Background: an optimization exercise with open tools, aiming at small area, a short achievable clock period and few clock cycles per item. Do not read the settings as production practice. Where RTL was checked, it was by simulation tests only, not by an equivalence proof against the original. No activity file was given, so power comes from the tool's default toggle rates.

== the baseline ==
==> flow/design.v <==
module calculator(
    input  wire        clk,
    input  wire        rst_n,
    input  wire        start,
    input  wire [1:0]  op,
    input  wire [15:0] a,
    input  wire [15:0] b,
    output wire [15:0] result,
    output reg         overflow,
    output reg         done,
    output reg         error
);
reg  [15:0] X, Y, R;
reg  [4:0]  cnt;         
reg  [1:0]  opr;         
reg         sel_q;       
wire is_mul = (opr == 2'b10);
wire is_div = (opr == 2'b11);
wire subtr  = opr[0];
wire addsub = ~opr[1];
wire [16:0] A = {R, Y[15] & ~is_mul};
wire [17:0] T;
pfx_add #(.W(17)) u_add (.a(A), .b({subtr, X}), .ci(subtr), .s(T[16:0]), .co(T[17]));
wire        cy = T[17];                  
wire [15:0] v = {R[11:0], Y[15:12]};
wire [15:0] top_x;
genvar gi;
generate
    for (gi = 0; gi < 16; gi = gi + 1) begin : tx
        if (gi == 15) begin : t
            assign top_x[gi] = 1'b1;
        end else begin : n
            assign top_x[gi] = &X[15:gi+1];
        end
    end
endgenerate
wire cnt_ge4  = |cnt[4:2];
wire skip_mul = cnt_ge4 & is_mul & (Y[15:12] == 4'd0);
wire skip_div = cnt_ge4 & is_div & (R[15:12] == 4'd0) & ~|(v & top_x);
wire skip     = skip_mul | skip_div;
wire use_t = addsub | (is_mul & Y[15]) | (is_div & cy);
wire q     = is_div & cy;
wire [4:0] cnt_m1 = cnt - 5'd1;
wire [4:0] cnt_m4 = cnt - 5'd4;
wire last = skip ? (cnt == 5'd4) : (cnt == 5'd1);
wire busy = |cnt;
wire b_zero    = (b == 16'd0);
wire st_div    = (op == 2'b11);
wire st_addsub = ~op[1];
wire ov_as  = busy & addsub;
wire ov_m   = busy & is_mul;
wire a15    = R[14];
wire ov_next = (overflow & ~ov_as)
             | (ov_m & (R[15] | (skip_mul & |R[14:12])))
             | (ov_m & ~skip_mul & Y[15] & T[16])
             | (ov_as & (a15 == X[15]) & (T[15] ^ a15));
always @(posedge clk) begin
    opr <= op;
    if (start) begin
        X      <= op[0] ? ~b : b;
        Y      <= {st_addsub ? a[0] : a[15], a[14:0]};
        R      <= st_addsub ? {1'b0, a[15:1]} : 16'd0;
        error  <= st_div & b_zero;
        sel_q  <= st_div & ~b_zero;
        overflow <= 1'b0;
    end else begin
        if (skip) begin
            R <= {R[11:0], Y[15:12]};
            Y <= {Y[11:0], 4'd0};
        end else begin
            R <= use_t ? T[15:0] : {R[14:0], Y[15]};
            Y <= {Y[14:0], q};
        end
        overflow <= ov_next;
    end
end
always @(posedge clk or negedge rst_n) begin
    if (!rst_n) begin
        cnt  <= 5'd0;
        done <= 1'b0;
    end else if (start) begin
        cnt  <= (st_div & b_zero) ? 5'd0 : (st_addsub ? 5'd1 : 5'd16);
        done <= st_div & b_zero;
    end else begin
        cnt  <= ~busy ? 5'd0 : (skip ? cnt_m4 : cnt_m1);
        done <= busy & last;
    end
end
assign result = sel_q ? Y : R;
endmodule
module pfx_add #(parameter W = 16) (
    input  wire [W-1:0] a,
    input  wire [W-1:0] b,
    input  wire         ci,
    output wire [W-1:0] s,
    output wire         co
);
    wire [W:0] g [0:5];
    wire [W:0] p [0:5];
    assign g[0] = {a & b, ci};
    assign p[0] = {a ^ b, 1'b0};
    genvar l, i;
    generate
        for (l = 0; l < 5; l = l + 1) begin : lvl
            for (i = 0; i <= W; i = i + 1) begin : bt
                if (i >= (1 << l)) begin : mg
                    assign g[l+1][i] = g[l][i] | (p[l][i] & g[l][i - (1 << l)]);
                    assign p[l+1][i] = p[l][i] & p[l][i - (1 << l)];
                end else begin : cp
                    assign g[l+1][i] = g[l][i];
                    assign p[l+1][i] = p[l][i];
                end
            end
        end
    endgenerate
    assign s  = p[0][W:1] ^ g[5][W-1:0];
    assign co = g[5][W];
endmodule
clock: 4.0 ns
lec_check: 0
abc_clock_period_in_ps: 1500
cap_margin: 20
core_margin: 2
core_utilization: 40
setup_slack_margin: 1.5
slew_margin: 20
standard.sh (not shown) runs the stock make flow with config.mk's settings and CLKGATE_MAP_FILE= SYNTH_SCRIPT=/design/flow/synth_recipe.tcl, a recipe that flattens the netlist after the stock synthesis.
==> flow/flow/run.sh <==
#!/bin/bash
# Own layout flow: the standard ORFS layout (standard.sh), with the port
# buffers that global placement inserts made plain buffers
# (sky130_fd_sc_hd__buf_1) instead of the delay cell buffer_ports picks by
# default. Every input and output port still gets its own buffer.
# Full tool output goes to flow.log in the work folder; ORFS's per-step logs
# stay under orfs/logs/.
set -euo pipefail
cd "$(dirname "$0")/.."
bash standard.sh "BUFFER_PORTS_ARGS=-buffer_cell sky130_fd_sc_hd__buf_1" finish > flow.log 2>&1
Testbench counts of the baseline, summed over its fixed seeds: cycles 20,242, ops 3,200.
Inputs modified between the baseline and the candidate:
--- a/flow/design.v
+++ b/flow/design.v
@@ -12,9 +12,8 @@
 );
 reg  [15:0] X, Y, R;
 reg  [4:0]  cnt;         
 reg  [1:0]  opr;         
-reg         sel_q;       
 wire is_mul = (opr == 2'b10);
 wire is_div = (opr == 2'b11);
 wire subtr  = opr[0];
 wire addsub = ~opr[1];
@@ -60,9 +59,8 @@
         X      <= op[0] ? ~b : b;
         Y      <= {st_addsub ? a[0] : a[15], a[14:0]};
         R      <= st_addsub ? {1'b0, a[15:1]} : 16'd0;
         error  <= st_div & b_zero;
-        sel_q  <= st_div & ~b_zero;
         overflow <= 1'b0;
     end else begin
         if (skip) begin
             R <= {R[11:0], Y[15:12]};
@@ -85,9 +83,9 @@
         cnt  <= ~busy ? 5'd0 : (skip ? cnt_m4 : cnt_m1);
         done <= busy & last;
     end
 end
-assign result = sel_q ? Y : R;
+assign result = (is_div & ~error) ? Y : R;
 endmodule
 module pfx_add #(parameter W = 16) (
     input  wire [W-1:0] a,
     input  wire [W-1:0] b,
## What came out
Share of flip-flops with an asynchronous set or reset after synthesis | the candidate above the baseline. Going from the baseline to the candidate, tap cell count shrinks by about 2.2%. The lower post-layout worst setup margin of the baseline and the candidate is in the baseline. Count of filler cells inserted in the layout for the candidate: 14 down relative to the baseline. Wire length after detailed routing for the candidate: 16% down relative to the baseline. Share of cell area taken by multi-input logic gates, the baseline and the candidate: lower on the candidate. The final reports for the candidate and the baseline show final critical-path required period lower in the former. First-pass GRT wire length: the candidate vs the baseline down about 9%.
Testbench counts of the candidate, summed over its fixed seeds: cycles 20,242, ops 3,200.


RTL: the design.v shown in full above, as it stands there.
clock: 4.0 ns
lec_check: 0
abc_area: 1
cap_margin: 20
core_margin: 2
core_utilization: 50
setup_slack_margin: 1.6
slew_margin: 20
Scripts as last shown in full above: flow/flow/run.sh
Testbench counts at the start, summed over its fixed seeds: cycles 20,242, ops 3,200.
Next try:
--- a/flow/design.v
+++ b/flow/design.v
@@ -36,15 +36,16 @@
 endgenerate
 wire cnt_ge4  = |cnt[4:2];
 wire skip_mul = cnt_ge4 & is_mul & (Y[15:12] == 4'd0);
 wire skip_div = cnt_ge4 & is_div & (R[15:12] == 4'd0) & ~|(v & top_x);
 wire skip     = skip_mul | skip_div;
+wire skip16   = is_div & (cnt == 5'd16) & ~|(Y & top_x);    
 wire use_t = addsub | (is_mul & Y[15]) | (is_div & cy);
 wire q     = is_div & cy;
 wire [4:0] cnt_m1 = cnt - 5'd1;
 wire [4:0] cnt_m4 = cnt - 5'd4;
-wire last = skip ? (cnt == 5'd4) : (cnt == 5'd1);
+wire last = skip16 | (skip ? (cnt == 5'd4) : (cnt == 5'd1));
 wire busy = |cnt;
 wire b_zero    = (b == 16'd0);
 wire st_div    = (op == 2'b11);
 wire st_addsub = ~op[1];
 wire ov_as  = busy & addsub;
@@ -64,14 +65,14 @@
         sel_q  <= st_div & ~b_zero;
         overflow <= 1'b0;
     end else begin
         if (skip) begin
             R <= {R[11:0], Y[15:12]};
-            Y <= {Y[11:0], 4'd0};
+            Y <= {Y[11:0], 4'd0} & {16{~skip16}};
         end else begin
             R <= use_t ? T[15:0] : {R[14:0], Y[15]};
-            Y <= {Y[14:0], q};
+            Y <= {Y[14:0], q} & {16{~skip16}};
         end
         overflow <= ov_next;
     end
 end
 always @(posedge clk or negedge rst_n) begin
@@ -80,11 +81,11 @@
         done <= 1'b0;
     end else if (start) begin
         cnt  <= (st_div & b_zero) ? 5'd0 : (st_addsub ? 5'd1 : 5'd16);
         done <= st_div & b_zero;
     end else begin
-        cnt  <= ~busy ? 5'd0 : (skip ? cnt_m4 : cnt_m1);
+        cnt  <= (~busy | skip16) ? 5'd0 : (skip ? cnt_m4 : cnt_m1);
         done <= busy & last;
     end
 end
 assign result = sel_q ? Y : R;
 endmodule
=> Clock power goes up by about 3%; global-route usage goes up by 3.0 points; power barely changes; first-iteration DRC count goes down by 3.6%; utilization goes down by 0.63 points; flip-flop and latch count does not change; cell area goes up by 5.0%; register-to-register slack degrades by 30 ps.
The RTL of the second run of this note was laid out without a check of its function.


== rev 12 ==
Starts from the design.v that is shown in full above.
Settings: LEC_CHECK=0, ABC_AREA=1, CAP_MARGIN=20, CORE_MARGIN=2, CORE_UTILIZATION=50, SETUP_SLACK_MARGIN=1.6, SLEW_MARGIN=20, TNS_END_PERCENT=10; clock period 4.0 ns.
Scripts as last shown in full above: flow/flow/run.sh
Testbench counts of rev 12, summed over its fixed seeds: cycles 20,242, ops 3,200.
## Diff of input files: rev 13 against rev 12
diff --git a/flow/design.v b/flow/design.v
--- a/flow/design.v
+++ b/flow/design.v
@@ -35,17 +35,18 @@
     end
 endgenerate
 wire cnt_ge4  = |cnt[4:2];
 wire skip_mul = cnt_ge4 & is_mul & (Y[15:12] == 4'd0);
 wire skip_div = cnt_ge4 & is_div & (R[15:12] == 4'd0) & ~|(v & top_x);
 wire skip     = skip_mul | skip_div;
+wire skip16   = is_div & (cnt == 5'd16) & ~|(Y & top_x);    
 wire use_t = addsub | (is_mul & Y[15]) | (is_div & cy);
 wire q     = is_div & cy;
 wire [4:0] cnt_m1 = cnt - 5'd1;
 wire [4:0] cnt_m4 = cnt - 5'd4;
-wire last = skip ? (cnt == 5'd4) : (cnt == 5'd1);
+wire last = skip16 | (skip ? (cnt == 5'd4) : (cnt == 5'd1));
 wire busy = |cnt;
 wire b_zero    = (b == 16'd0);
 wire st_div    = (op == 2'b11);
 wire st_addsub = ~op[1];
 wire ov_as  = busy & addsub;
 wire ov_m   = busy & is_mul;
@@ -63,29 +64,29 @@
         error  <= st_div & b_zero;
         sel_q  <= st_div & ~b_zero;
         overflow <= 1'b0;
     end else begin
         if (skip) begin
             R <= {R[11:0], Y[15:12]};
-            Y <= {Y[11:0], 4'd0};
+            Y <= {Y[11:0], 4'd0} & {16{~skip16}};
         end else begin
             R <= use_t ? T[15:0] : {R[14:0], Y[15]};
-            Y <= {Y[14:0], q};
+            Y <= {Y[14:0], q} & {16{~skip16}};
         end
         overflow <= ov_next;
     end
 end
 always @(posedge clk or negedge rst_n) begin
     if (!rst_n) begin
         cnt  <= 5'd0;
         done <= 1'b0;
     end else if (start) begin
         cnt  <= (st_div & b_zero) ? 5'd0 : (st_addsub ? 5'd1 : 5'd16);
         done <= st_div & b_zero;
     end else begin
-        cnt  <= ~busy ? 5'd0 : (skip ? cnt_m4 : cnt_m1);
+        cnt  <= (~busy | skip16) ? 5'd0 : (skip ? cnt_m4 : cnt_m1);
         done <= busy & last;
     end
 end
 assign result = sel_q ? Y : R;
 endmodule
 module pfx_add #(parameter W = 16) (
Results
- Lower clock network area share was reported by rev 13, not rev 12.
- R[14] as the capturing instance or port of the critical path was reported by rev 12, and R[2] by rev 13.
- Of the two candidates, rev 12 has the better shortest clock period the worst path allows after layout and rev 13 the worse one.
- Synthesized-area fraction occupied by xor and xnor cells: lower on rev 13
- [compare] base=rev 12 new=rev 13: area share of fa/ha/maj cells after synthesis decreased 0.39 points; met3 wire length increased 33%.
- Rev 13 — worst endpoint data arrival time 0.15 ns higher, rev 12 as reference
- Net switching power, rev 12 and rev 13: larger value in rev 13
- Summary of rev 13 over rev 12: cell count went up by about 7%, wire length reported by the detailed router rose by about 14%, ratio of final minimum period to clock period went up by 3.6 points.
The RTL of rev 13 was laid out without a check of its function.


JK:
calculator, a different RTL version from the one above (not shown whole).
For scale: roughly 61 flip-flops, roughly 56 I/O pins, roughly 4200 µm² of cells after synthesis.
==> module calculator, before the edit <==
module calculator(
    input  wire        clk,
    input  wire        rst_n,
    input  wire        start,
    input  wire [1:0]  op,
    input  wire [15:0] a,
    input  wire [15:0] b,
    output wire [15:0] result,
    output reg         overflow,
    output reg         done,
    output reg         error
);
reg  [15:0] X, Y, R;
reg  [4:0]  cnt;         
reg         sel_q;       
reg         is_mul, is_div, subtr;    
reg         cnt_ge4;     
wire addsub = ~(is_mul | is_div);
wire [16:0] A  = {R, Y[15] & ~is_mul};
wire [17:0] T;
pfx_add #(.W(17)) u_add (.a(A), .b({subtr, X}), .ci(subtr), .s(T[16:0]), .co(T[17]));
wire        cy = T[17];                  
wire use_t  = addsub | (is_mul ? Y[15] : cy);
wire q      = is_div & cy;
wire [16:0] cmp;
pfx_add #(.W(16)) u_cmp (.a({R[11:0], Y[15:12]}), .b(X), .ci(1'b1), .s(cmp[15:0]), .co(cmp[16]));
wire skip = cnt_ge4 & (is_mul ? (Y[15:12] == 4'd0)
                              : (is_div & (R[15:12] == 4'd0) & ~cmp[16]));
wire [4:0] cnt_m1 = cnt - 5'd1;
wire [4:0] cnt_m4 = cnt - 5'd4;
wire last = skip ? (cnt == 5'd4) : (cnt == 5'd1);
wire busy = |cnt;
wire b_zero    = (b == 16'd0);
wire st_div    = (op == 2'b11);
wire st_addsub = ~op[1];
always @(posedge clk) begin
    if (start) begin
        X      <= op[0] ? ~b : b;
        Y      <= {st_addsub ? a[0] : a[15], a[14:0]};
        R      <= st_addsub ? {1'b0, a[15:1]} : 16'd0;
        is_mul <= (op == 2'b10);
        is_div <= st_div;
        subtr  <= op[0];
        sel_q  <= st_div & ~b_zero;
        error  <= st_div & b_zero;
        cnt_ge4 <= op[1] & ~(st_div & b_zero);
        overflow <= 1'b0;
    end else begin
        if (skip) begin
            R <= {R[11:0], Y[15:12]};
            Y <= {Y[11:0], 4'd0};
        end else begin
            R <= use_t ? T[15:0] : {R[14:0], Y[15]};
            Y <= {Y[14:0], q};
        end
        cnt_ge4 <= busy & (skip ? (cnt[4] | cnt[3])
                                : (cnt[4] | cnt[3] | (cnt[2] & (cnt[1] | cnt[0]))));
        if (busy) begin
            if (addsub)
                overflow <= ~(R[14] ^ X[15]) & (R[14] ^ T[15]);
            else if (is_mul)
                overflow <= overflow | R[15] | (skip ? |R[14:12] : (Y[15] & T[16]));
        end
    end
end
always @(posedge clk or negedge rst_n) begin
    if (!rst_n) begin
        cnt  <= 5'd0;
        done <= 1'b0;
    end else if (start) begin
        cnt  <= (st_div & b_zero) ? 5'd0 : (st_addsub ? 5'd1 : 5'd16);
        done <= st_div & b_zero;
    end else begin
        cnt  <= ~busy ? 5'd0 : (skip ? cnt_m4 : cnt_m1);
        done <= busy & last;
    end
end
assign result = sel_q ? Y : R;
endmodule
Settings: LEC_CHECK=0, ABC_CLOCK_PERIOD_IN_PS=1500, CAP_MARGIN=20, CORE_MARGIN=2, CORE_UTILIZATION=40, SETUP_SLACK_MARGIN=1.5, SLEW_MARGIN=20; clock period 4.0 ns.
run.sh (not shown) runs the stock make flow with config.mk's settings and CLKGATE_MAP_FILE= SYNTH_SCRIPT=/design/flow/synth_recipe.tcl, a recipe that flattens the netlist after the stock synthesis.
Stock flow here: none of the scripts above is used.
For MS, these inputs were changed with respect to JK:
--- a/flow/design.v
+++ b/flow/design.v
@@ -15,5 +15,4 @@
 reg         sel_q;       
 reg         is_mul, is_div, subtr;    
-reg         cnt_ge4;     
 wire addsub = ~(is_mul | is_div);
 wire [16:0] A  = {R, Y[15] & ~is_mul};
@@ -25,4 +24,5 @@
 wire [16:0] cmp;
 pfx_add #(.W(16)) u_cmp (.a({R[11:0], Y[15:12]}), .b(X), .ci(1'b1), .s(cmp[15:0]), .co(cmp[16]));
+wire cnt_ge4 = |cnt[4:2];
 wire skip = cnt_ge4 & (is_mul ? (Y[15:12] == 4'd0)
                               : (is_div & (R[15:12] == 4'd0) & ~cmp[16]));
@@ -44,5 +44,4 @@
         sel_q  <= st_div & ~b_zero;
         error  <= st_div & b_zero;
-        cnt_ge4 <= op[1] & ~(st_div & b_zero);
         overflow <= 1'b0;
     end else begin
@@ -54,6 +53,4 @@
             Y <= {Y[14:0], q};
         end
-        cnt_ge4 <= busy & (skip ? (cnt[4] | cnt[3])
-                                : (cnt[4] | cnt[3] | (cnt[2] & (cnt[1] | cnt[0]))));
         if (busy) begin
             if (addsub)
MS completed end to end with timing, DRC and antenna clean. Hold slack, MS and JK, higher one = JK. The total design power of MS exceeds that of JK by 4.0%. Between JK and MS, the flow reports power of the combinational group increasing by more than 10%. Smallest setup slack after layout | MS above JK. Looking at beginning of the critical path, the is_mul result is from JK; the cnt[2] one comes from MS. Measured against each other, MS and JK differ in portion of total power attributed to combinational logic, the higher figure coming from MS. MS vs. JK: pre-CTS setup slack increased by 0.038 ns relative to the old numbers, worst-path maximum fanout increased by 3 relative to the old numbers, global-route usage increased by 0.33 points relative to the old numbers, fmax increased by 6.2% relative to the old numbers, count of cells resized by post-cts repair decreased by 14 relative to the old numbers. Relative to JK, starting density of the core has gone up in MS.
Testbench counts of MS, summed over its fixed seeds: cycles 19,963, ops 3,200.
For JK, only the layout was checked, not whether the RTL still works.

[re-timing with driven ports]
The results above use ideal ports. As a check the final layouts listed here were re-extracted and re-timed, cells and wires unchanged.
Step 1 (the two cells are an assumption about what drives the block):
set clk [get_ports {clk}]
set_driving_cell -lib_cell sky130_fd_sc_hd__clkbuf_16 $clk
set_driving_cell -lib_cell sky130_fd_sc_hd__buf_2 [delete_from_list [all_inputs] $clk]
Step 2, shift: input delay + t, output delay - t, t = (earliest + latest rising clock arrival at the registers) / 2. This alone moves slack from input paths to output paths.
a / b / c = ideal / step 1 / step 2; a / b = the first two.
run | t (ns) | setup WS [ns] | worst setup path after step 2 | clock arrival spread, ns | worst data-port slew with drivers (ns)
the baseline | 0.376 | 1.526 / 1.526 / 1.526 | register to register | 0.014 / 0.014 | 0.05
the candidate | 0.388 | 1.531 / 1.526 / 1.531 | register to register | 0.008 / 0.007 | 0.04
the first run of note 2 | 0.371 | 1.755 / 1.755 / 1.585 | input to register | 0.009 / 0.008 | 0.04
the second run of note 2 | 0.382 | 1.726 / 1.726 / 1.726 | register to register | 0.008 / 0.009 | 0.03
rev 12 | 0.367 | 1.769 / 1.757 / 1.580 | input to register | 0.008 / 0.008 | 0.04
rev 13 | 0.374 | 1.626 / 1.626 / 1.626 | register to register | 0.012 / 0.011 | 0.03
JK | 0.377 | 1.199 / 1.199 / 1.199 | register to register | 0.012 / 0.012 | 0.04
MS | 0.381 | 1.363 / 1.363 / 1.353 | input to register | 0.010 / 0.010 | 0.04
After both steps every run listed still meets setup and hold. The setup slack of rev 12, which loses most, moves by -0.012 ns with the drivers and by -0.189 ns with both steps.
